What follows belongs to an exercise in optimizing a design on an open flow for small area; a production flow would make more cautious choices.
No functional check of the RTL was part of this run.
Power and IR drop assume default switching activity.

## flow/design.v

```verilog
module FIR_FA (input a, input b, input c, output s, output co);
    assign s  = a ^ b ^ c;
    assign co = (a & b) | (c & (a ^ b));
endmodule
module pulse_oximeter (
    input             CLK,
    input             rst_n,
    input             Find_Setting,
    input      [7:0]  V_ADC,
    output reg [6:0]  DC_Comp,
    output reg [3:0]  PGA_Gain,
    output reg        LED_IR,
    output reg        LED_RED,
    output reg [19:0] Out_IR,
    output reg [19:0] Out_RED
);
    wire       clk = CLK;
    wire [7:0] Vppg = V_ADC;
    reg        clk_filter;
    wire       en = !clk_filter;
    localparam S0 = 4'b0110,
               S1 = 4'b0000, S9 = 4'b0001, S2 = 4'b0010, S3 = 4'b0011,
               S4 = 4'b0100, S8 = 4'b0101,
               S5 = 4'b1000, S11 = 4'b1001, S6 = 4'b1010, S7 = 4'b1011,
               S10 = 4'b1101;
    reg [3:0] State;
    reg [8:0] cnt;
    reg [6:0] Oth_DC;
    reg [3:0] Oth_Gain;
    wire ir_on = State[3];
    wire [2:0] step = State[2:0];
    wire run  = (step == 3'b101);
    wire half = ir_on;
    wire clip = ir_on ? ((Vppg < 8'd21) | (Vppg > 8'd250))
                      : ((Vppg < 8'd4)  | (Vppg > 8'd250));
    wire low  = Vppg < 8'd150;
    wire [8:0] cnt_next = {cnt[7:0], ~(cnt[8] ^ cnt[4])};
    wire c2   = cnt[1];                      
    wire c4   = cnt[3];                      
    wire c475 = (cnt == 9'b110100001);
    wire q0   = ~cnt[0];                     
    wire qodd = (cnt[0] & ~cnt[1]) | (cnt[2] & ~cnt[3]);    
    wire q023 = ~cnt[0] | (cnt[1] & ~cnt[3]);               
    wire clip_end = (step == 3'b011) & clip;    
    wire toggle   = run & c4;                   
    wire swap     = (clip_end & ir_on) | toggle;
    wire cap_red  = (clip_end & ir_on) | (toggle & ir_on);
    wire cap_ir   = toggle & ~ir_on;
    always @(*) begin
        LED_IR  = ir_on;
        LED_RED = ~ir_on & (step != 3'b110) & ((step != 3'b000) | cnt[0]);
    end
    always @(posedge clk) begin
        if (!rst_n) clk_filter <= 1'b0;
        else        clk_filter <= !clk_filter;
    end
    always @(posedge clk) begin
        if (clip_end | toggle) begin
            Oth_DC   <= DC_Comp;
            Oth_Gain <= PGA_Gain;
        end
    end
    always @(posedge clk) begin
        if (!rst_n) begin
            State    <= S0;
            cnt      <= 9'd0;
            DC_Comp  <= 7'd0;
            PGA_Gain <= 4'd0;
        end else begin
            if (swap) begin
                DC_Comp  <= Oth_DC;
                PGA_Gain <= Oth_Gain;
            end
            case (step)
            3'b110: begin
                if (Find_Setting) State <= S1;
            end
            3'b000: begin
                PGA_Gain <= 4'd0;
                if (c2) State <= {ir_on, 3'b001};
                else cnt <= cnt_next;
            end
            3'b001: begin
                DC_Comp <= DC_Comp + 7'd1;
                if (low) State <= {ir_on, 3'b010};
            end
            3'b010: begin
                PGA_Gain <= PGA_Gain + 4'd1;
                cnt      <= 9'd0;
                State    <= {ir_on, 3'b011};
            end
            3'b011: begin
                if (clip) begin
                    cnt   <= 9'd0;
                    State <= ir_on ? S8 : S4;
                end else if (c475) State <= {ir_on, 3'b010};
                else cnt <= cnt_next;
            end
            3'b100: begin
                DC_Comp <= 7'd0;
                State   <= S5;
            end
            default: begin  
                if (c4) begin
                    cnt   <= 9'd0;
                    State <= {~ir_on, 3'b101};
                end else cnt <= cnt_next;
            end
            endcase
        end
    end
    reg [7:0] R0, R1, R2, R3, R4, R5;
    reg [7:0] I0, I1, I2, I3, I4, I5;
    wire shift_red = cap_red | !run;
    wire shift_ir  = cap_ir  | !run;
    always @(posedge clk) begin
        if (shift_red) begin
            R0 <= cap_red ? Vppg : 8'd0;
            R1 <= R0; R2 <= R1; R3 <= R2; R4 <= R3; R5 <= R4;
        end
    end
    always @(posedge clk) begin
        if (shift_ir) begin
            I0 <= cap_ir ? Vppg : 8'd0;
            I1 <= I0; I2 <= I1; I3 <= I2; I4 <= I3; I5 <= I4;
        end
    end
    wire ch_red = run & ~(qodd ^ half);
    wire ch_ir  = run &  (qodd ^ half);
    wire rev    = qodd;
    wire red_rev = ch_red & rev, red_fwd = ch_red & ~rev;
    wire ir_rev = ch_ir & rev,  ir_fwd = ch_ir & ~rev;
    wire [7:0] v0 = ({8{red_fwd}} & R0) | ({8{red_rev}} & R4) | ({8{ir_fwd}} & I0) | ({8{ir_rev}} & I4);
    wire [7:0] v1 = ({8{red_fwd}} & R1) | ({8{red_rev}} & R3) | ({8{ir_fwd}} & I1) | ({8{ir_rev}} & I3);
    wire [7:0] v2 = ({8{ch_red}} & R2) | ({8{ch_ir}} & I2);
    wire [7:0] v3 = ({8{red_fwd}} & R3) | ({8{red_rev}} & R1) | ({8{ir_fwd}} & I3) | ({8{ir_rev}} & I1);
    wire [7:0] v4 = ({8{red_fwd}} & R4) | ({8{red_rev}} & R0) | ({8{ir_fwd}} & I4) | ({8{ir_rev}} & I0);
    wire [7:0] v5 = ({8{ch_red}} & R5) | ({8{ch_ir}} & I5);
    wire sel1 = q0;      
    wire sel2 = q023;    
    wire [7:0] y0 = sel1 ? v1 : v0;
    wire [7:0] y1 = sel1 ? v2 : v1;
    wire [7:0] y2 = sel1 ? v3 : v2;
    wire [7:0] y3 = sel1 ? v4 : v3;
    wire [7:0] y4 = sel1 ? v5 : v4;
    wire [7:0] z0 = sel2 ? v1 : v0;
    wire [7:0] z1 = sel2 ? v2 : v1;
    wire [7:0] z2 = sel2 ? v3 : v2;
    wire [7:0] z3 = sel2 ? v4 : v3;
    wire [18:0] mac;
    wire ms1 = ~(v1[0] ^ v2[0]);
    wire mc2 = v1[0] | v2[0];
    wire ms3, mc4;
    FIR_FA mu5 (.a(v1[1]), .b(v2[1]), .c(mc2), .s(ms3), .co(mc4));
    wire ms6, mc7;
    FIR_FA mu8 (.a(v1[2]), .b(v2[2]), .c(mc4), .s(ms6), .co(mc7));
    wire ms9, mc10;
    FIR_FA mu11 (.a(v1[3]), .b(v2[3]), .c(mc7), .s(ms9), .co(mc10));
    wire ms12, mc13;
    FIR_FA mu14 (.a(v1[4]), .b(v2[4]), .c(mc10), .s(ms12), .co(mc13));
    wire ms15, mc16;
    FIR_FA mu17 (.a(v1[5]), .b(v2[5]), .c(mc13), .s(ms15), .co(mc16));
    wire ms18, mc19;
    FIR_FA mu20 (.a(v1[6]), .b(v2[6]), .c(mc16), .s(ms18), .co(mc19));
    wire ms21, mc22;
    FIR_FA mu23 (.a(v1[7]), .b(v2[7]), .c(mc19), .s(ms21), .co(mc22));
    wire ms24 = ~(v3[0] ^ z3[0]);
    wire mc25 = v3[0] | z3[0];
    wire ms26, mc27;
    FIR_FA mu28 (.a(v3[1]), .b(z3[1]), .c(mc25), .s(ms26), .co(mc27));
    wire ms29, mc30;
    FIR_FA mu31 (.a(v3[2]), .b(z3[2]), .c(mc27), .s(ms29), .co(mc30));
    wire ms32, mc33;
    FIR_FA mu34 (.a(v3[3]), .b(z3[3]), .c(mc30), .s(ms32), .co(mc33));
    wire ms35, mc36;
    FIR_FA mu37 (.a(v3[4]), .b(z3[4]), .c(mc33), .s(ms35), .co(mc36));
    wire ms38, mc39;
    FIR_FA mu40 (.a(v3[5]), .b(z3[5]), .c(mc36), .s(ms38), .co(mc39));
    wire ms41, mc42;
    FIR_FA mu43 (.a(v3[6]), .b(z3[6]), .c(mc39), .s(ms41), .co(mc42));
    wire ms44, mc45;
    FIR_FA mu46 (.a(v3[7]), .b(z3[7]), .c(mc42), .s(ms44), .co(mc45));
    wire ms47 = ~(v4[0] ^ y1[0]);
    wire mc48 = v4[0] | y1[0];
    wire ms49, mc50;
    FIR_FA mu51 (.a(v4[1]), .b(y1[1]), .c(mc48), .s(ms49), .co(mc50));
    wire ms52, mc53;
    FIR_FA mu54 (.a(v4[2]), .b(y1[2]), .c(mc50), .s(ms52), .co(mc53));
    wire ms55, mc56;
    FIR_FA mu57 (.a(v4[3]), .b(y1[3]), .c(mc53), .s(ms55), .co(mc56));
    wire ms58, mc59;
    FIR_FA mu60 (.a(v4[4]), .b(y1[4]), .c(mc56), .s(ms58), .co(mc59));
    wire ms61, mc62;
    FIR_FA mu63 (.a(v4[5]), .b(y1[5]), .c(mc59), .s(ms61), .co(mc62));
    wire ms64, mc65;
    FIR_FA mu66 (.a(v4[6]), .b(y1[6]), .c(mc62), .s(ms64), .co(mc65));
    wire ms67, mc68;
    FIR_FA mu69 (.a(v4[7]), .b(y1[7]), .c(mc65), .s(ms67), .co(mc68));
    wire ms70 = z1[0] ^ z2[0];
    wire mc71 = z1[0] & z2[0];
    wire ms72, mc73;
    FIR_FA mu74 (.a(z1[1]), .b(z2[1]), .c(mc71), .s(ms72), .co(mc73));
    wire ms75, mc76;
    FIR_FA mu77 (.a(z1[2]), .b(z2[2]), .c(mc73), .s(ms75), .co(mc76));
    wire ms78, mc79;
    FIR_FA mu80 (.a(z1[3]), .b(z2[3]), .c(mc76), .s(ms78), .co(mc79));
    wire ms81, mc82;
    FIR_FA mu83 (.a(z1[4]), .b(z2[4]), .c(mc79), .s(ms81), .co(mc82));
    wire ms84, mc85;
    FIR_FA mu86 (.a(z1[5]), .b(z2[5]), .c(mc82), .s(ms84), .co(mc85));
    wire ms87, mc88;
    FIR_FA mu89 (.a(z1[6]), .b(z2[6]), .c(mc85), .s(ms87), .co(mc88));
    wire ms90, mc91;
    FIR_FA mu92 (.a(z1[7]), .b(z2[7]), .c(mc88), .s(ms90), .co(mc91));
    wire ms93, mc94;
    FIR_FA mu95 (.a(~v1[0]), .b(z3[0]), .c(ms70), .s(ms93), .co(mc94));
    wire ms96, mc97;
    FIR_FA mu98 (.a(v0[0]), .b(v1[1]), .c(y0[0]), .s(ms96), .co(mc97));
    wire ms99, mc100;
    FIR_FA mu101 (.a(y4[0]), .b(ms1), .c(ms96), .s(ms99), .co(mc100));
    wire ms102, mc103;
    FIR_FA mu104 (.a(z3[1]), .b(ms47), .c(ms72), .s(ms102), .co(mc103));
    wire ms105, mc106;
    FIR_FA mu107 (.a(mc94), .b(~ms99), .c(ms102), .s(ms105), .co(mc106));
    wire ms108, mc109;
    FIR_FA mu110 (.a(v0[1]), .b(v1[2]), .c(v2[0]), .s(ms108), .co(mc109));
    wire ms111, mc112;
    FIR_FA mu113 (.a(y3[0]), .b(z3[2]), .c(ms24), .s(ms111), .co(mc112));
    wire ms114, mc115;
    FIR_FA mu116 (.a(y0[1]), .b(y4[1]), .c(mc97), .s(ms114), .co(mc115));
    wire ms117, mc118;
    FIR_FA mu119 (.a(ms108), .b(ms3), .c(mc100), .s(ms117), .co(mc118));
    wire ms120, mc121;
    FIR_FA mu122 (.a(ms49), .b(ms111), .c(ms75), .s(ms120), .co(mc121));
    wire ms123, mc124;
    FIR_FA mu125 (.a(mc103), .b(ms120), .c(mc106), .s(ms123), .co(mc124));
    wire ms126, mc127;
    FIR_FA mu128 (.a(ms114), .b(ms117), .c(~ms123), .s(ms126), .co(mc127));
    wire ms129, mc130;
    FIR_FA mu131 (.a(v0[2]), .b(v1[3]), .c(v2[1]), .s(ms129), .co(mc130));
    wire ms132, mc133;
    FIR_FA mu134 (.a(v4[0]), .b(y3[1]), .c(z2[0]), .s(ms132), .co(mc133));
    wire ms135, mc136;
    FIR_FA mu137 (.a(y0[2]), .b(y0[0]), .c(y4[2]), .s(ms135), .co(mc136));
    wire ms138, mc139;
    FIR_FA mu140 (.a(mc109), .b(ms129), .c(ms135), .s(ms138), .co(mc139));
    wire ms141, mc142;
    FIR_FA mu143 (.a(z3[3]), .b(ms132), .c(ms26), .s(ms141), .co(mc142));
    wire ms144, mc145;
    FIR_FA mu146 (.a(mc115), .b(ms138), .c(ms6), .s(ms144), .co(mc145));
    wire ms147, mc148;
    FIR_FA mu149 (.a(mc112), .b(ms52), .c(ms141), .s(ms147), .co(mc148));
    wire ms150, mc151;
    FIR_FA mu152 (.a(ms78), .b(mc121), .c(ms147), .s(ms150), .co(mc151));
    wire ms153, mc154;
    FIR_FA mu155 (.a(mc118), .b(ms144), .c(mc127), .s(ms153), .co(mc154));
    wire ms156, mc157;
    FIR_FA mu158 (.a(mc124), .b(ms150), .c(~ms153), .s(ms156), .co(mc157));
    wire ms159, mc160;
    FIR_FA mu161 (.a(v0[3]), .b(v1[4]), .c(v2[2]), .s(ms159), .co(mc160));
    wire ms162, mc163;
    FIR_FA mu164 (.a(y0[3]), .b(y0[1]), .c(y1[0]), .s(ms162), .co(mc163));
    wire ms165, mc166;
    FIR_FA mu167 (.a(v4[1]), .b(y3[2]), .c(z2[1]), .s(ms165), .co(mc166));
    wire ms168, mc169;
    FIR_FA mu170 (.a(y4[3]), .b(z0[0]), .c(z3[0]), .s(ms168), .co(mc169));
    wire ms171, mc172;
    FIR_FA mu173 (.a(mc130), .b(mc136), .c(ms159), .s(ms171), .co(mc172));
    wire ms174, mc175;
    FIR_FA mu176 (.a(z3[4]), .b(mc133), .c(ms165), .s(ms174), .co(mc175));
    wire ms177, mc178;
    FIR_FA mu179 (.a(ms162), .b(ms168), .c(mc139), .s(ms177), .co(mc178));
    wire ms180, mc181;
    FIR_FA mu182 (.a(ms174), .b(ms29), .c(mc142), .s(ms180), .co(mc181));
    wire ms183, mc184;
    FIR_FA mu185 (.a(ms171), .b(ms177), .c(ms9), .s(ms183), .co(mc184));
    wire ms186, mc187;
    FIR_FA mu188 (.a(ms55), .b(mc148), .c(ms180), .s(ms186), .co(mc187));
    wire ms189, mc190;
    FIR_FA mu191 (.a(ms81), .b(mc151), .c(ms186), .s(ms189), .co(mc190));
    wire ms192, mc193;
    FIR_FA mu194 (.a(mc145), .b(ms183), .c(mc154), .s(ms192), .co(mc193));
    wire ms195, mc196;
    FIR_FA mu197 (.a(ms189), .b(~ms192), .c(mc157), .s(ms195), .co(mc196));
    wire ms198, mc199;
    FIR_FA mu200 (.a(v0[4]), .b(v1[5]), .c(v2[3]), .s(ms198), .co(mc199));
    wire ms201, mc202;
    FIR_FA mu203 (.a(v2[0]), .b(v4[2]), .c(y3[3]), .s(ms201), .co(mc202));
    wire ms204, mc205;
    FIR_FA mu206 (.a(y0[4]), .b(y0[2]), .c(y1[1]), .s(ms204), .co(mc205));
    wire ms207, mc208;
    FIR_FA mu209 (.a(y4[4]), .b(z0[1]), .c(z3[1]), .s(ms207), .co(mc208));
    wire ms210, mc211;
    FIR_FA mu212 (.a(z1[0]), .b(z2[2]), .c(z3[5]), .s(ms210), .co(mc211));
    wire ms213, mc214;
    FIR_FA mu215 (.a(ms24), .b(mc160), .c(mc163), .s(ms213), .co(mc214));
    wire ms216, mc217;
    FIR_FA mu218 (.a(mc169), .b(ms198), .c(ms204), .s(ms216), .co(mc217));
    wire ms219, mc220;
    FIR_FA mu221 (.a(mc166), .b(ms201), .c(ms210), .s(ms219), .co(mc220));
    wire ms222, mc223;
    FIR_FA mu224 (.a(ms207), .b(mc172), .c(ms213), .s(ms222), .co(mc223));
    wire ms225, mc226;
    FIR_FA mu227 (.a(ms216), .b(mc178), .c(ms222), .s(ms225), .co(mc226));
    wire ms228, mc229;
    FIR_FA mu230 (.a(mc175), .b(ms219), .c(ms32), .s(ms228), .co(mc229));
    wire ms231, mc232;
    FIR_FA mu233 (.a(ms225), .b(ms12), .c(mc184), .s(ms231), .co(mc232));
    wire ms234, mc235;
    FIR_FA mu236 (.a(mc181), .b(ms58), .c(mc187), .s(ms234), .co(mc235));
    wire ms237, mc238;
    FIR_FA mu239 (.a(ms228), .b(ms84), .c(mc190), .s(ms237), .co(mc238));
    wire ms240, mc241;
    FIR_FA mu242 (.a(~ms231), .b(ms234), .c(ms237), .s(ms240), .co(mc241));
    wire ms243, mc244;
    FIR_FA mu245 (.a(~mc193), .b(ms240), .c(mc196), .s(ms243), .co(mc244));
    wire ms246, mc247;
    FIR_FA mu248 (.a(v0[5]), .b(v1[6]), .c(v2[4]), .s(ms246), .co(mc247));
    wire ms249, mc250;
    FIR_FA mu251 (.a(v2[1]), .b(v4[3]), .c(y3[4]), .s(ms249), .co(mc250));
    wire ms252, mc253;
    FIR_FA mu254 (.a(y0[5]), .b(y0[3]), .c(y1[2]), .s(ms252), .co(mc253));
    wire ms255, mc256;
    FIR_FA mu257 (.a(y3[0]), .b(y4[5]), .c(z0[2]), .s(ms255), .co(mc256));
    wire ms258, mc259;
    FIR_FA mu260 (.a(z1[1]), .b(z2[3]), .c(z3[6]), .s(ms258), .co(mc259));
    wire ms261, mc262;
    FIR_FA mu263 (.a(z3[2]), .b(ms47), .c(mc199), .s(ms261), .co(mc262));
    wire ms264, mc265;
    FIR_FA mu266 (.a(mc202), .b(mc211), .c(ms249), .s(ms264), .co(mc265));
    wire ms267, mc268;
    FIR_FA mu269 (.a(mc205), .b(mc208), .c(ms246), .s(ms267), .co(mc268));
    wire ms270, mc271;
    FIR_FA mu272 (.a(ms252), .b(ms255), .c(ms26), .s(ms270), .co(mc271));
    wire ms273, mc274;
    FIR_FA mu275 (.a(mc214), .b(mc217), .c(ms261), .s(ms273), .co(mc274));
    wire ms276, mc277;
    FIR_FA mu278 (.a(ms258), .b(mc220), .c(ms264), .s(ms276), .co(mc277));
    wire ms279, mc280;
    FIR_FA mu281 (.a(ms267), .b(ms270), .c(mc223), .s(ms279), .co(mc280));
    wire ms282, mc283;
    FIR_FA mu284 (.a(ms273), .b(mc226), .c(ms279), .s(ms282), .co(mc283));
    wire ms285, mc286;
    FIR_FA mu287 (.a(ms276), .b(ms35), .c(mc229), .s(ms285), .co(mc286));
    wire ms288, mc289;
    FIR_FA mu290 (.a(ms282), .b(ms15), .c(mc232), .s(ms288), .co(mc289));
    wire ms291, mc292;
    FIR_FA mu293 (.a(ms61), .b(mc235), .c(ms285), .s(ms291), .co(mc292));
    wire ms294, mc295;
    FIR_FA mu296 (.a(ms87), .b(mc238), .c(ms291), .s(ms294), .co(mc295));
    wire ms297, mc298;
    FIR_FA mu299 (.a(~ms288), .b(ms294), .c(mc241), .s(ms297), .co(mc298));
    wire ms300 = ~mc244 ^ ~ms297;
    wire mc301 = ~mc244 & ~ms297;
    wire ms302 = ~(v0[6] ^ v1[7]);
    wire mc303 = v0[6] | v1[7];
    wire ms304, mc305;
    FIR_FA mu306 (.a(v2[5]), .b(y0[6]), .c(y0[4]), .s(ms304), .co(mc305));
    wire ms307, mc308;
    FIR_FA mu309 (.a(v2[2]), .b(v4[4]), .c(y3[5]), .s(ms307), .co(mc308));
    wire ms310, mc311;
    FIR_FA mu312 (.a(y1[3]), .b(y2[0]), .c(y3[1]), .s(ms310), .co(mc311));
    wire ms313, mc314;
    FIR_FA mu315 (.a(y4[6]), .b(z0[3]), .c(z3[3]), .s(ms313), .co(mc314));
    wire ms316, mc317;
    FIR_FA mu318 (.a(z1[2]), .b(z2[4]), .c(z3[7]), .s(ms316), .co(mc317));
    wire ms319, mc320;
    FIR_FA mu321 (.a(ms1), .b(ms70), .c(ms302), .s(ms319), .co(mc320));
    wire ms322, mc323;
    FIR_FA mu324 (.a(mc247), .b(mc253), .c(mc256), .s(ms322), .co(mc323));
    wire ms325, mc326;
    FIR_FA mu327 (.a(mc250), .b(mc259), .c(ms307), .s(ms325), .co(mc326));
    wire ms328, mc329;
    FIR_FA mu330 (.a(ms304), .b(ms310), .c(ms313), .s(ms328), .co(mc329));
    wire ms331, mc332;
    FIR_FA mu333 (.a(ms49), .b(ms319), .c(mc262), .s(ms331), .co(mc332));
    wire ms334, mc335;
    FIR_FA mu336 (.a(ms316), .b(mc265), .c(ms325), .s(ms334), .co(mc335));
    wire ms337, mc338;
    FIR_FA mu339 (.a(mc268), .b(ms322), .c(ms328), .s(ms337), .co(mc338));
    wire ms340, mc341;
    FIR_FA mu342 (.a(ms29), .b(mc271), .c(mc274), .s(ms340), .co(mc341));
    wire ms343, mc344;
    FIR_FA mu345 (.a(ms331), .b(ms337), .c(mc280), .s(ms343), .co(mc344));
    wire ms346, mc347;
    FIR_FA mu348 (.a(ms340), .b(mc283), .c(ms343), .s(ms346), .co(mc347));
    wire ms349, mc350;
    FIR_FA mu351 (.a(mc277), .b(ms334), .c(ms38), .s(ms349), .co(mc350));
    wire ms352, mc353;
    FIR_FA mu354 (.a(ms346), .b(ms18), .c(mc289), .s(ms352), .co(mc353));
    wire ms355, mc356;
    FIR_FA mu357 (.a(mc286), .b(ms64), .c(mc292), .s(ms355), .co(mc356));
    wire ms358, mc359;
    FIR_FA mu360 (.a(ms349), .b(ms90), .c(ms355), .s(ms358), .co(mc359));
    wire ms361, mc362;
    FIR_FA mu363 (.a(mc295), .b(ms358), .c(mc298), .s(ms361), .co(mc362));
    wire ms364, mc365;
    FIR_FA mu366 (.a(ms352), .b(~ms361), .c(mc301), .s(ms364), .co(mc365));
    wire ms367, mc368;
    FIR_FA mu369 (.a(v0[7]), .b(v2[6]), .c(v2[0]), .s(ms367), .co(mc368));
    wire ms370, mc371;
    FIR_FA mu372 (.a(v3[0]), .b(y0[7]), .c(y0[5]), .s(ms370), .co(mc371));
    wire ms373, mc374;
    FIR_FA mu375 (.a(v2[3]), .b(v4[5]), .c(y3[6]), .s(ms373), .co(mc374));
    wire ms376, mc377;
    FIR_FA mu378 (.a(y1[4]), .b(y2[1]), .c(y3[2]), .s(ms376), .co(mc377));
    wire ms379, mc380;
    FIR_FA mu381 (.a(y4[7]), .b(z0[4]), .c(z3[4]), .s(ms379), .co(mc380));
    wire ms382, mc383;
    FIR_FA mu384 (.a(z1[3]), .b(z2[5]), .c(mc308), .s(ms382), .co(mc383));
    wire ms385, mc386;
    FIR_FA mu387 (.a(mc303), .b(mc305), .c(mc311), .s(ms385), .co(mc386));
    wire ms388, mc389;
    FIR_FA mu390 (.a(mc314), .b(ms367), .c(ms370), .s(ms388), .co(mc389));
    wire ms391, mc392;
    FIR_FA mu393 (.a(ms376), .b(ms379), .c(ms3), .s(ms391), .co(mc392));
    wire ms394, mc395;
    FIR_FA mu396 (.a(ms72), .b(mc320), .c(mc323), .s(ms394), .co(mc395));
    wire ms397, mc398;
    FIR_FA mu399 (.a(mc317), .b(ms373), .c(mc326), .s(ms397), .co(mc398));
    wire ms400, mc401;
    FIR_FA mu402 (.a(mc329), .b(ms385), .c(ms388), .s(ms400), .co(mc401));
    wire ms403, mc404;
    FIR_FA mu405 (.a(ms52), .b(ms391), .c(mc332), .s(ms403), .co(mc404));
    wire ms406, mc407;
    FIR_FA mu408 (.a(ms382), .b(mc335), .c(ms397), .s(ms406), .co(mc407));
    wire ms409, mc410;
    FIR_FA mu411 (.a(ms394), .b(mc338), .c(ms400), .s(ms409), .co(mc410));
    wire ms412, mc413;
    FIR_FA mu414 (.a(ms32), .b(mc341), .c(ms403), .s(ms412), .co(mc413));
    wire ms415, mc416;
    FIR_FA mu417 (.a(ms409), .b(mc344), .c(ms412), .s(ms415), .co(mc416));
    wire ms418, mc419;
    FIR_FA mu420 (.a(ms406), .b(ms41), .c(mc350), .s(ms418), .co(mc419));
    wire ms421, mc422;
    FIR_FA mu423 (.a(mc347), .b(ms415), .c(ms21), .s(ms421), .co(mc422));
    wire ms424, mc425;
    FIR_FA mu426 (.a(mc91), .b(ms67), .c(mc356), .s(ms424), .co(mc425));
    wire ms427, mc428;
    FIR_FA mu429 (.a(ms418), .b(mc359), .c(ms424), .s(ms427), .co(mc428));
    wire ms430, mc431;
    FIR_FA mu432 (.a(mc353), .b(ms421), .c(~ms427), .s(ms430), .co(mc431));
    wire ms433, mc434;
    FIR_FA mu435 (.a(~mc362), .b(ms430), .c(mc365), .s(ms433), .co(mc434));
    wire ms436, mc437;
    FIR_FA mu438 (.a(v2[7]), .b(v2[1]), .c(v3[1]), .s(ms436), .co(mc437));
    wire ms439, mc440;
    FIR_FA mu441 (.a(v2[4]), .b(v4[6]), .c(y3[7]), .s(ms439), .co(mc440));
    wire ms442, mc443;
    FIR_FA mu444 (.a(y0[6]), .b(y1[5]), .c(y2[2]), .s(ms442), .co(mc443));
    wire ms445, mc446;
    FIR_FA mu447 (.a(y3[3]), .b(z0[5]), .c(z3[5]), .s(ms445), .co(mc446));
    wire ms448, mc449;
    FIR_FA mu450 (.a(z1[4]), .b(z2[6]), .c(mc374), .s(ms448), .co(mc449));
    wire ms451, mc452;
    FIR_FA mu453 (.a(mc368), .b(mc371), .c(mc377), .s(ms451), .co(mc452));
    wire ms454, mc455;
    FIR_FA mu456 (.a(mc380), .b(ms436), .c(ms442), .s(ms454), .co(mc455));
    wire ms457, mc458;
    FIR_FA mu459 (.a(ms445), .b(mc386), .c(mc389), .s(ms457), .co(mc458));
    wire ms460, mc461;
    FIR_FA mu462 (.a(ms439), .b(mc383), .c(ms448), .s(ms460), .co(mc461));
    wire ms463, mc464;
    FIR_FA mu465 (.a(ms451), .b(ms454), .c(ms6), .s(ms463), .co(mc464));
    wire ms466, mc467;
    FIR_FA mu468 (.a(ms75), .b(mc392), .c(mc395), .s(ms466), .co(mc467));
    wire ms469, mc470;
    FIR_FA mu471 (.a(mc401), .b(ms457), .c(ms55), .s(ms469), .co(mc470));
    wire ms472, mc473;
    FIR_FA mu474 (.a(ms463), .b(mc404), .c(ms466), .s(ms472), .co(mc473));
    wire ms475, mc476;
    FIR_FA mu477 (.a(mc398), .b(ms460), .c(mc407), .s(ms475), .co(mc476));
    wire ms478, mc479;
    FIR_FA mu480 (.a(mc410), .b(ms35), .c(ms469), .s(ms478), .co(mc479));
    wire ms481, mc482;
    FIR_FA mu483 (.a(mc413), .b(ms472), .c(ms478), .s(ms481), .co(mc482));
    wire ms484, mc485;
    FIR_FA mu486 (.a(mc416), .b(ms481), .c(mc22), .s(ms484), .co(mc485));
    wire ms487, mc488;
    FIR_FA mu489 (.a(ms475), .b(mc68), .c(ms44), .s(ms487), .co(mc488));
    wire ms490, mc491;
    FIR_FA mu492 (.a(mc419), .b(ms487), .c(mc425), .s(ms490), .co(mc491));
    wire ms493, mc494;
    FIR_FA mu495 (.a(mc422), .b(ms484), .c(mc431), .s(ms493), .co(mc494));
    wire ms496, mc497;
    FIR_FA mu498 (.a(mc428), .b(ms490), .c(~ms493), .s(ms496), .co(mc497));
    wire ms499 = mc434 ^ ~ms496;
    wire mc500 = mc434 & ~ms496;
    wire ms501 = ~(~v2[5] ^ v2[2]);
    wire mc502 = ~v2[5] | v2[2];
    wire ms503, mc504;
    FIR_FA mu505 (.a(v3[2]), .b(y0[7]), .c(y1[6]), .s(ms503), .co(mc504));
    wire ms506, mc507;
    FIR_FA mu508 (.a(v4[7]), .b(z1[5]), .c(z2[7]), .s(ms506), .co(mc507));
    wire ms509, mc510;
    FIR_FA mu511 (.a(y2[3]), .b(y3[4]), .c(z0[6]), .s(ms509), .co(mc510));
    wire ms512, mc513;
    FIR_FA mu514 (.a(z3[6]), .b(ms501), .c(mc437), .s(ms512), .co(mc513));
    wire ms515, mc516;
    FIR_FA mu517 (.a(mc443), .b(mc446), .c(ms503), .s(ms515), .co(mc516));
    wire ms518, mc519;
    FIR_FA mu520 (.a(mc440), .b(ms506), .c(mc449), .s(ms518), .co(mc519));
    wire ms521, mc522;
    FIR_FA mu523 (.a(ms509), .b(mc452), .c(mc455), .s(ms521), .co(mc522));
    wire ms524, mc525;
    FIR_FA mu526 (.a(ms512), .b(ms515), .c(mc458), .s(ms524), .co(mc525));
    wire ms527, mc528;
    FIR_FA mu529 (.a(ms521), .b(ms9), .c(ms78), .s(ms527), .co(mc528));
    wire ms530, mc531;
    FIR_FA mu532 (.a(mc464), .b(mc467), .c(ms524), .s(ms530), .co(mc531));
    wire ms533, mc534;
    FIR_FA mu535 (.a(ms58), .b(mc470), .c(ms527), .s(ms533), .co(mc534));
    wire ms536, mc537;
    FIR_FA mu538 (.a(mc461), .b(ms518), .c(mc476), .s(ms536), .co(mc537));
    wire ms539, mc540;
    FIR_FA mu541 (.a(mc473), .b(ms530), .c(ms38), .s(ms539), .co(mc540));
    wire ms542, mc543;
    FIR_FA mu544 (.a(mc479), .b(ms533), .c(ms539), .s(ms542), .co(mc543));
    wire ms545, mc546;
    FIR_FA mu547 (.a(mc482), .b(ms542), .c(mc485), .s(ms545), .co(mc546));
    wire ms548, mc549;
    FIR_FA mu550 (.a(ms536), .b(mc45), .c(mc488), .s(ms548), .co(mc549));
    wire ms551, mc552;
    FIR_FA mu553 (.a(~ms545), .b(ms548), .c(mc491), .s(ms551), .co(mc552));
    wire ms554, mc555;
    FIR_FA mu556 (.a(ms551), .b(~mc494), .c(mc497), .s(ms554), .co(mc555));
    wire ms557 = mc500 ^ ~ms554;
    wire mc558 = mc500 & ~ms554;
    wire ms559 = ~(~v2[6] ^ v2[3]);
    wire mc560 = ~v2[6] | v2[3];
    wire ms561, mc562;
    FIR_FA mu563 (.a(v3[3]), .b(y1[7]), .c(y2[4]), .s(ms561), .co(mc562));
    wire ms564, mc565;
    FIR_FA mu566 (.a(y3[5]), .b(z0[7]), .c(z3[7]), .s(ms564), .co(mc565));
    wire ms567, mc568;
    FIR_FA mu569 (.a(mc502), .b(ms559), .c(mc504), .s(ms567), .co(mc568));
    wire ms570, mc571;
    FIR_FA mu572 (.a(mc510), .b(ms561), .c(ms564), .s(ms570), .co(mc571));
    wire ms573, mc574;
    FIR_FA mu575 (.a(mc513), .b(mc516), .c(ms567), .s(ms573), .co(mc574));
    wire ms576, mc577;
    FIR_FA mu578 (.a(z1[6]), .b(mc507), .c(mc519), .s(ms576), .co(mc577));
    wire ms579, mc580;
    FIR_FA mu581 (.a(ms570), .b(mc522), .c(ms573), .s(ms579), .co(mc580));
    wire ms582, mc583;
    FIR_FA mu584 (.a(mc525), .b(ms579), .c(ms12), .s(ms582), .co(mc583));
    wire ms585, mc586;
    FIR_FA mu587 (.a(ms81), .b(mc528), .c(mc531), .s(ms585), .co(mc586));
    wire ms588, mc589;
    FIR_FA mu590 (.a(ms61), .b(mc534), .c(ms582), .s(ms588), .co(mc589));
    wire ms591, mc592;
    FIR_FA mu593 (.a(ms585), .b(ms41), .c(mc540), .s(ms591), .co(mc592));
    wire ms594, mc595;
    FIR_FA mu596 (.a(ms588), .b(mc543), .c(ms591), .s(ms594), .co(mc595));
    wire ms597, mc598;
    FIR_FA mu599 (.a(ms576), .b(mc537), .c(mc549), .s(ms597), .co(mc598));
    wire ms600, mc601;
    FIR_FA mu602 (.a(ms594), .b(mc546), .c(~ms597), .s(ms600), .co(mc601));
    wire ms603, mc604;
    FIR_FA mu605 (.a(mc552), .b(~ms600), .c(mc555), .s(ms603), .co(mc604));
    wire ms606 = mc558 ^ ~ms603;
    wire mc607 = mc558 & ~ms603;
    wire ms608 = ~(~v2[7] ^ v2[4]);
    wire mc609 = ~v2[7] | v2[4];
    wire ms610, mc611;
    FIR_FA mu612 (.a(v3[4]), .b(y2[5]), .c(y3[6]), .s(ms610), .co(mc611));
    wire ms613, mc614;
    FIR_FA mu615 (.a(mc560), .b(ms608), .c(mc562), .s(ms613), .co(mc614));
    wire ms616, mc617;
    FIR_FA mu618 (.a(mc565), .b(ms610), .c(mc568), .s(ms616), .co(mc617));
    wire ms619, mc620;
    FIR_FA mu621 (.a(mc571), .b(ms613), .c(mc574), .s(ms619), .co(mc620));
    wire ms622, mc623;
    FIR_FA mu624 (.a(ms616), .b(mc580), .c(ms619), .s(ms622), .co(mc623));
    wire ms625, mc626;
    FIR_FA mu627 (.a(ms622), .b(ms15), .c(ms84), .s(ms625), .co(mc626));
    wire ms628, mc629;
    FIR_FA mu630 (.a(mc583), .b(mc586), .c(ms64), .s(ms628), .co(mc629));
    wire ms631, mc632;
    FIR_FA mu633 (.a(mc589), .b(ms625), .c(ms44), .s(ms631), .co(mc632));
    wire ms634, mc635;
    FIR_FA mu636 (.a(mc592), .b(ms628), .c(ms631), .s(ms634), .co(mc635));
    wire ms637, mc638;
    FIR_FA mu639 (.a(z1[7]), .b(mc577), .c(~mc595), .s(ms637), .co(mc638));
    wire ms640, mc641;
    FIR_FA mu642 (.a(~ms634), .b(ms637), .c(mc598), .s(ms640), .co(mc641));
    wire ms643, mc644;
    FIR_FA mu645 (.a(~mc601), .b(ms640), .c(mc604), .s(ms643), .co(mc644));
    wire ms646 = mc607 ^ ~ms643;
    wire mc647 = mc607 & ~ms643;
    wire ms648, mc649;
    FIR_FA mu650 (.a(v2[5]), .b(v3[5]), .c(y2[6]), .s(ms648), .co(mc649));
    wire ms651, mc652;
    FIR_FA mu653 (.a(y3[7]), .b(mc609), .c(mc611), .s(ms651), .co(mc652));
    wire ms654, mc655;
    FIR_FA mu656 (.a(ms648), .b(mc614), .c(ms651), .s(ms654), .co(mc655));
    wire ms657, mc658;
    FIR_FA mu659 (.a(mc617), .b(ms654), .c(mc620), .s(ms657), .co(mc658));
    wire ms660, mc661;
    FIR_FA mu662 (.a(mc623), .b(ms657), .c(ms18), .s(ms660), .co(mc661));
    wire ms663, mc664;
    FIR_FA mu665 (.a(ms87), .b(mc626), .c(mc45), .s(ms663), .co(mc664));
    wire ms666, mc667;
    FIR_FA mu668 (.a(ms67), .b(mc629), .c(ms660), .s(ms666), .co(mc667));
    wire ms669, mc670;
    FIR_FA mu671 (.a(mc632), .b(ms663), .c(ms666), .s(ms669), .co(mc670));
    wire ms672, mc673;
    FIR_FA mu674 (.a(mc635), .b(~mc638), .c(ms669), .s(ms672), .co(mc673));
    wire ms675, mc676;
    FIR_FA mu677 (.a(~ms672), .b(mc641), .c(mc644), .s(ms675), .co(mc676));
    wire ms678 = mc647 ^ ~ms675;
    wire mc679 = mc647 & ~ms675;
    wire ms680, mc681;
    FIR_FA mu682 (.a(v2[6]), .b(v3[6]), .c(y2[7]), .s(ms680), .co(mc681));
    wire ms683, mc684;
    FIR_FA mu685 (.a(mc649), .b(ms680), .c(mc652), .s(ms683), .co(mc684));
    wire ms686, mc687;
    FIR_FA mu688 (.a(mc655), .b(ms683), .c(mc658), .s(ms686), .co(mc687));
    wire ms689, mc690;
    FIR_FA mu691 (.a(ms686), .b(mc68), .c(ms21), .s(ms689), .co(mc690));
    wire ms692, mc693;
    FIR_FA mu694 (.a(ms90), .b(mc661), .c(mc664), .s(ms692), .co(mc693));
    wire ms695, mc696;
    FIR_FA mu697 (.a(ms689), .b(mc667), .c(ms692), .s(ms695), .co(mc696));
    wire ms698, mc699;
    FIR_FA mu700 (.a(mc670), .b(ms695), .c(mc673), .s(ms698), .co(mc699));
    wire ms701, mc702;
    FIR_FA mu703 (.a(ms698), .b(~mc676), .c(mc679), .s(ms701), .co(mc702));
    wire ms704 = ~(v2[7] ^ v3[7]);
    wire mc705 = v2[7] | v3[7];
    wire ms706, mc707;
    FIR_FA mu708 (.a(ms704), .b(mc681), .c(mc684), .s(ms706), .co(mc707));
    wire ms709, mc710;
    FIR_FA mu711 (.a(ms706), .b(mc687), .c(mc22), .s(ms709), .co(mc710));
    wire ms712, mc713;
    FIR_FA mu714 (.a(mc91), .b(mc690), .c(ms709), .s(ms712), .co(mc713));
    wire ms715, mc716;
    FIR_FA mu717 (.a(mc693), .b(ms712), .c(mc696), .s(ms715), .co(mc716));
    wire ms718, mc719;
    FIR_FA mu720 (.a(ms715), .b(mc699), .c(mc702), .s(ms718), .co(mc719));
    wire ms721 = ~(mc705 ^ mc707);
    wire mc722 = mc705 | mc707;
    wire ms723, mc724;
    FIR_FA mu725 (.a(ms721), .b(mc710), .c(mc713), .s(ms723), .co(mc724));
    wire ms726, mc727;
    FIR_FA mu728 (.a(ms723), .b(mc716), .c(mc719), .s(ms726), .co(mc727));
    wire ms729 = ~(mc722 ^ mc724);
    wire mc730 = mc722 | mc724;
    wire ms731 = mc727 ^ ms729;
    wire mc732 = mc727 & ms729;
    wire ms733 = ~(mc730 ^ mc732);
    wire mc734 = mc730 | mc732;
    assign mac = {ms733, ms731, ms726, ms718, ms701, ms678, ms646, ms606, ms557, ms499, ms433, ms364, ms300, ~ms243, ~ms195, ~ms156, ms126, ~ms105, ~ms93};
    reg [18:0] A;
    always @(posedge clk) A <= mac;
    always @(posedge clk) begin
        if (!rst_n) begin
            Out_IR  <= 0;
            Out_RED <= 0;
        end else if (en) begin
            Out_RED <= (ch_red | !run) ? mac : A;
            Out_IR  <= ch_red ? A : mac;
        end
    end
endmodule
```

## flow/flow/run.sh

```bash
#!/bin/bash
# The standard layout (standard.sh), with two changes: the port buffers are
# made from the smallest buffer cell, and the clock tree may use clkbuf_8 as
# well as clkbuf_16, in smaller sink clusters, without dummy loads.
set -e
export BUFFER_PORTS_ARGS="-buffer_cell sky130_fd_sc_hd__buf_1"
export CTS_ARGS='-sink_clustering_enable -repair_clock_nets -root_buf sky130_fd_sc_hd__clkbuf_16 -buf_list {sky130_fd_sc_hd__clkbuf_8} -sink_buffer_max_cap_derate 0.3 -dont_use_dummy_load'
bash standard.sh > standard.log 2>&1
```

## flow/standard.sh

```bash
#!/bin/bash
# synth_recipe.tcl (not shown) runs the flow's synth.tcl, then flattens the netlist and writes it again
# the make line also repeats each setting of config.mk as NAME=value (left out here)
make -C /OpenROAD-flow-scripts/flow DESIGN_CONFIG=/design/flow/config.mk WORK_HOME=/design/flow/orfs CLKGATE_MAP_FILE= SYNTH_SCRIPT=/design/flow/synth_recipe.tcl "${@:-finish}"
```

## flow/config.mk

```make
export PLATFORM = sky130hd
export DESIGN_NAME = pulse_oximeter
export DESIGN_NICKNAME = pulse_oximeter
export VERILOG_FILES = /design/flow/design.v
export SDC_FILE = /design/flow/constraint.sdc
export NUM_CORES = 4
export LEC_CHECK = 0
export CAP_MARGIN = 20
export CORE_MARGIN = 2
export CORE_UTILIZATION = 75
export PLACE_DENSITY = 0.8
export SLEW_MARGIN = 20
export SYNTH_HIERARCHICAL = 1
```

## flow/constraint.sdc

```tcl
create_clock -name core_clock -period 15.0 [get_ports {CLK}]
set_input_delay 3.0000 -clock core_clock [delete_from_list [all_inputs] [get_ports {CLK}]]
set_output_delay 3.0000 -clock core_clock [all_outputs]
set_load 0.01 [all_outputs]
```

==> flow_summary.toml <==
[cells_and_area]
insertedDiodeCount = 0
final_cell_area_um2 = 14600
fin_util_pct = 78.8
final_layout_size_suffix_gt1_share_pct = 7.81
area_delta_synth_final_pct = 4.08
final_net_count = 1418

[power]
leak_pwr_nw = 6.43
power_mw = 2.94
p_switching_mw = 1.29
power.share.switching_pct = 43.9
power.share.combinational_pct = 64.3
pwr_density_cell_nw_per_um2 = 201
vdd.ir_drop.worst_mv = 0.321
power.internal_mw = 1.65
power.share.sequential_pct = 26.7
clock_power_share_pct = 9.0

[routing]
routed_via_density = 6.67
wire_per_inst_um = 24.1
wirelength_um = 33400
detail-route-antenna-nets = 0
drt_iter0_markers = 1069
vias_post_dr = 9252
drt_drc_violations_left = 0
dr.pass1.iters = 5

[critical_path]
timing.critical_path.from_type = "register"
crit_top_cell = "sky130_fd_sc_hd__fa_1"
endpoint_kind = "register"
slowest_library_cell_on_the_worst_path = "sky130_fd_sc_hd__dfxtp_1"
critical_path_arrival_ps = 12670
critPathKind = "register to register"
slowest_delay_ps = 730
required_ps = 15300
worst-path-max-fanout = 47

[floorplan]
fp-row-count = 50
top_level_ports = 64
die_area_um2 = 19900
die-width_um = 141
start_util_pct = 75.7
die_y_um = 141
floorplan.core_area_um2 = 18600

[timing]
timing_worst_slew_pin_value_ps = 985
setup_total_negative_slack_ps = 0
final_clock_period_utilization_by_the_worst_path_pct = 82.5
final.setup_skew_ps = 43.5
finalMaxSlewViolations = 0
remaining_max_slew_budget_at_the_tightest_pin_pct = 33.6
max_clock_freq_mhz = 80.8
final_period_minus_worst_setup_slack_ps = 12370
timing.final.setup_violations = 0
unrepaired_setup_endpoints_after_global_routing = "false"
finalHoldViolCount = 0

[global_route]
grt_util_all_layers_pct = 36.2
antenna_violations_before_repair = 0
vias_in_the_first_global_route = 9450
grt_first_pass_wirelength_um = 52900
grt_max_degree = 74
globalRouteOverflowTotal = 0

[logic_synthesis]
yosys.cell_count.top_type = "sky130_fd_sc_hd__fa_1"
yosysWarnings = 7
syn-cell-area_um2 = 14100
ys_top_cells_by_area = "sky130_fd_sc_hd__fa_1 33%, sky130_fd_sc_hd__edfxtp_1 23%, sky130_fd_sc_hd__dfxtp_1 12%"
synth-async-reset-ratio_pct = 0
synth_top_area_share_pct = 33.0
yosysSeqAreaShare_pct = 34.5
yosys-top-cells-count = "232 x sky130_fd_sc_hd__fa_1, 107 x sky130_fd_sc_hd__edfxtp_1, 98 x sky130_fd_sc_hd__inv_1, 96 x sky130_fd_sc_hd__o21ai_0, 82 x sky130_fd_sc_hd__dfxtp_1"
synth_cells = 1130
synth.lib_cells_used.distinct = 66
synth.ff_latch_count = 189
synth-edff-count = 107
postSynthAreaPerCell_um2 = 12.4
dominantRegCellSynth = "sky130_fd_sc_hd__edfxtp_1"
yosysTopAreaCell = "sky130_fd_sc_hd__fa_1"

[clock_tree]
clock_path_buffers = 2
cts.htree.levels = 4
clock_tree.root_cell = "sky130_fd_sc_hd__clkbuf_16"
tritoncts = "built"
post_cts_resize_count = 0
path_clk_slew_ps = 120
clkSinkCount = 189
cts.hold.buffers_added = 0
clk_latency_ps = 400
cts_buffers = 17
post-cts-setup-buffers = 0

[worst_hold_path]
hold_path_class = "register to register"

[outcome]
status = "complete, no violations"

[placed_design]
place_hpwl_um = 26800
placement.cell_area_um2 = 14400
port-buffer-count = 61
gp_congestion = 1.01

[flow_run]
cap_violations = 0
-- critical path, delay by kind of cell, from the launching register on --
family,cells,cell delay (ps)
muxes,1,110
AOI/OAI and AO/OA,4,1120
adders and majority gates,21,8600
DFF,1,730
xor gates and xnor gates,1,230
buffers and inverters,6,1320
and+or+nand+nor,1,160
-- Yosys stat by module (local to each module, per instance) --
module          copies in the design  flip-flops and latches  cell area, um2  cells
FIR_FA                           232                       0            20.0      1
pulse_oximeter                     1                     189            9420    898
-- cell families (layout without fill, tap and decap cells) --
group / count (synthesis) / in the layout / synth area share [%]
fa+ha+maj: 252 / 252 / 34.8
xor+xnor: 9 / 9 / 0.560
compound gates: 247 / 247 / 10.3
flops: 189 / 189 / 34.5
simple gates: 202 / 202 / 7.56
other cells: 1 / 2 / 0.0267
mux: 62 / 62 / 7.26
buf+inv: 168 / 190 / 4.95
-- metrics by stage --
| stage | setup slack [ps] | cells | hold WS [ps] |
|---|---|---|---|
| floorplan | 4250 | 1131 | 427 |
| global placement | 3070 | 1370 | 436 |
| detailed placement | 2760 | 1370 | 441 |
| CTS | 2680 | 1387 | 442 |
| global route | 2020 | 1387 | 455 |
| finish | 2630 | 1387 | 448 |
-- per-layer routing --
metal / part of all wire, % / global-route usage [%] / up-vias
met4: 3.5 / 12.9 / 0
met2: 49 / 57.0 / 519
met1: 38 / 50.6 / 4674
met3: 9.5 / 8.87 / 71
met5: 0 / 0 / -
li1: - / - / 3988
-- final cells by class --
type	instances	area, um2
Multi-Input combinational cell	774	8550
Sequential cell	189	4860
Inverter	100	375
Clock buffer	17	245
Tap cell	234	293
Timing Repair Buffer	73	320
Fill cell	1143	3940
-- sequential cells by signal (all words and copies together), names as in the netlist, 9 cells and up --
register  flops
A            19
Out_RED      19
cnt           9
Out_IR       19
-- layout by cell type (no fill, tap or decap), types with 5 or more instances in the layout --
master	Yosys	final
sky130_fd_sc_hd__inv_1	98	98
sky130_fd_sc_hd__fa_1	232	232
sky130_fd_sc_hd__a22oi_1	14	14
sky130_fd_sc_hd__o31ai_1	6	6
sky130_fd_sc_hd__nor3_1	9	9
sky130_fd_sc_hd__mux2i_1	30	30
sky130_fd_sc_hd__xnor2_1	6	6
sky130_fd_sc_hd__nand2_1	56	56
sky130_fd_sc_hd__or2_2	12	12
sky130_fd_sc_hd__and3_1	5	5
sky130_fd_sc_hd__mux4_2	32	32
sky130_fd_sc_hd__a221oi_1	8	8
sky130_fd_sc_hd__dfxtp_1	82	81
sky130_fd_sc_hd__a31oi_1	11	11
sky130_fd_sc_hd__buf_1	4	60
sky130_fd_sc_hd__buf_4	7	12
sky130_fd_sc_hd__nor2_1	15	15
sky130_fd_sc_hd__and2_1	17	17
sky130_fd_sc_hd__edfxtp_1	107	107
sky130_fd_sc_hd__o21ai_0	96	94
sky130_fd_sc_hd__a21oi_1	77	77
sky130_fd_sc_hd__nand3_1	63	63
sky130_fd_sc_hd__clkbuf_8	0	16
sky130_fd_sc_hd__ha_1	20	20
-- power groups by stage --
stage	Clock [mW]	Combinational (mW)	Sequential (mW)
after global routing	0.288	2.16	0.800
after floorplan	0	1.36	0.790
final	0.263	1.89	0.786
after global placement	0	1.79	0.788
after CTS	0.267	1.92	0.785
after detailed placement	0	1.88	0.796
-- path summary, 6_finish.rpt --
| path | from | to | slack, ps | cells after the start |
|---|---|---|---|---|
| min | I3[2] | I4[2] | 450 | 0 |
| max | State[2] | Out_IR[18] | 2630 | 34 |
| min reg2reg | I3[2] | I4[2] | 450 | 0 |
| max reg2reg | State[2] | Out_IR[18] | 2630 | 34 |

what the ideal ports hide:
How much do the figures lean on ideal ports? The routed layout below was timed once more, with nothing changed but the port constraints. Step 1 assumes that a clkbuf_16 drives the clock port and a buf_2 every other input. Step 2 also shifts input and output timing later by t, the mid clock arrival at the registers, as if the neighbouring blocks saw the same clock. Slacks: ideal / step 1 / step 2; pairs: ideal / step 1.
t, ns: 0.426
setup slack, ns: 2.628 / 2.628 / 2.628
hold slack, ns: 0.448 / 0.448 / 0.448
worst setup path at the end: register to register
After both steps this run still meets setup and hold. For this run, drivers alone change the setup slack by 0.000 ns; drivers and shift together by 0.000 ns.
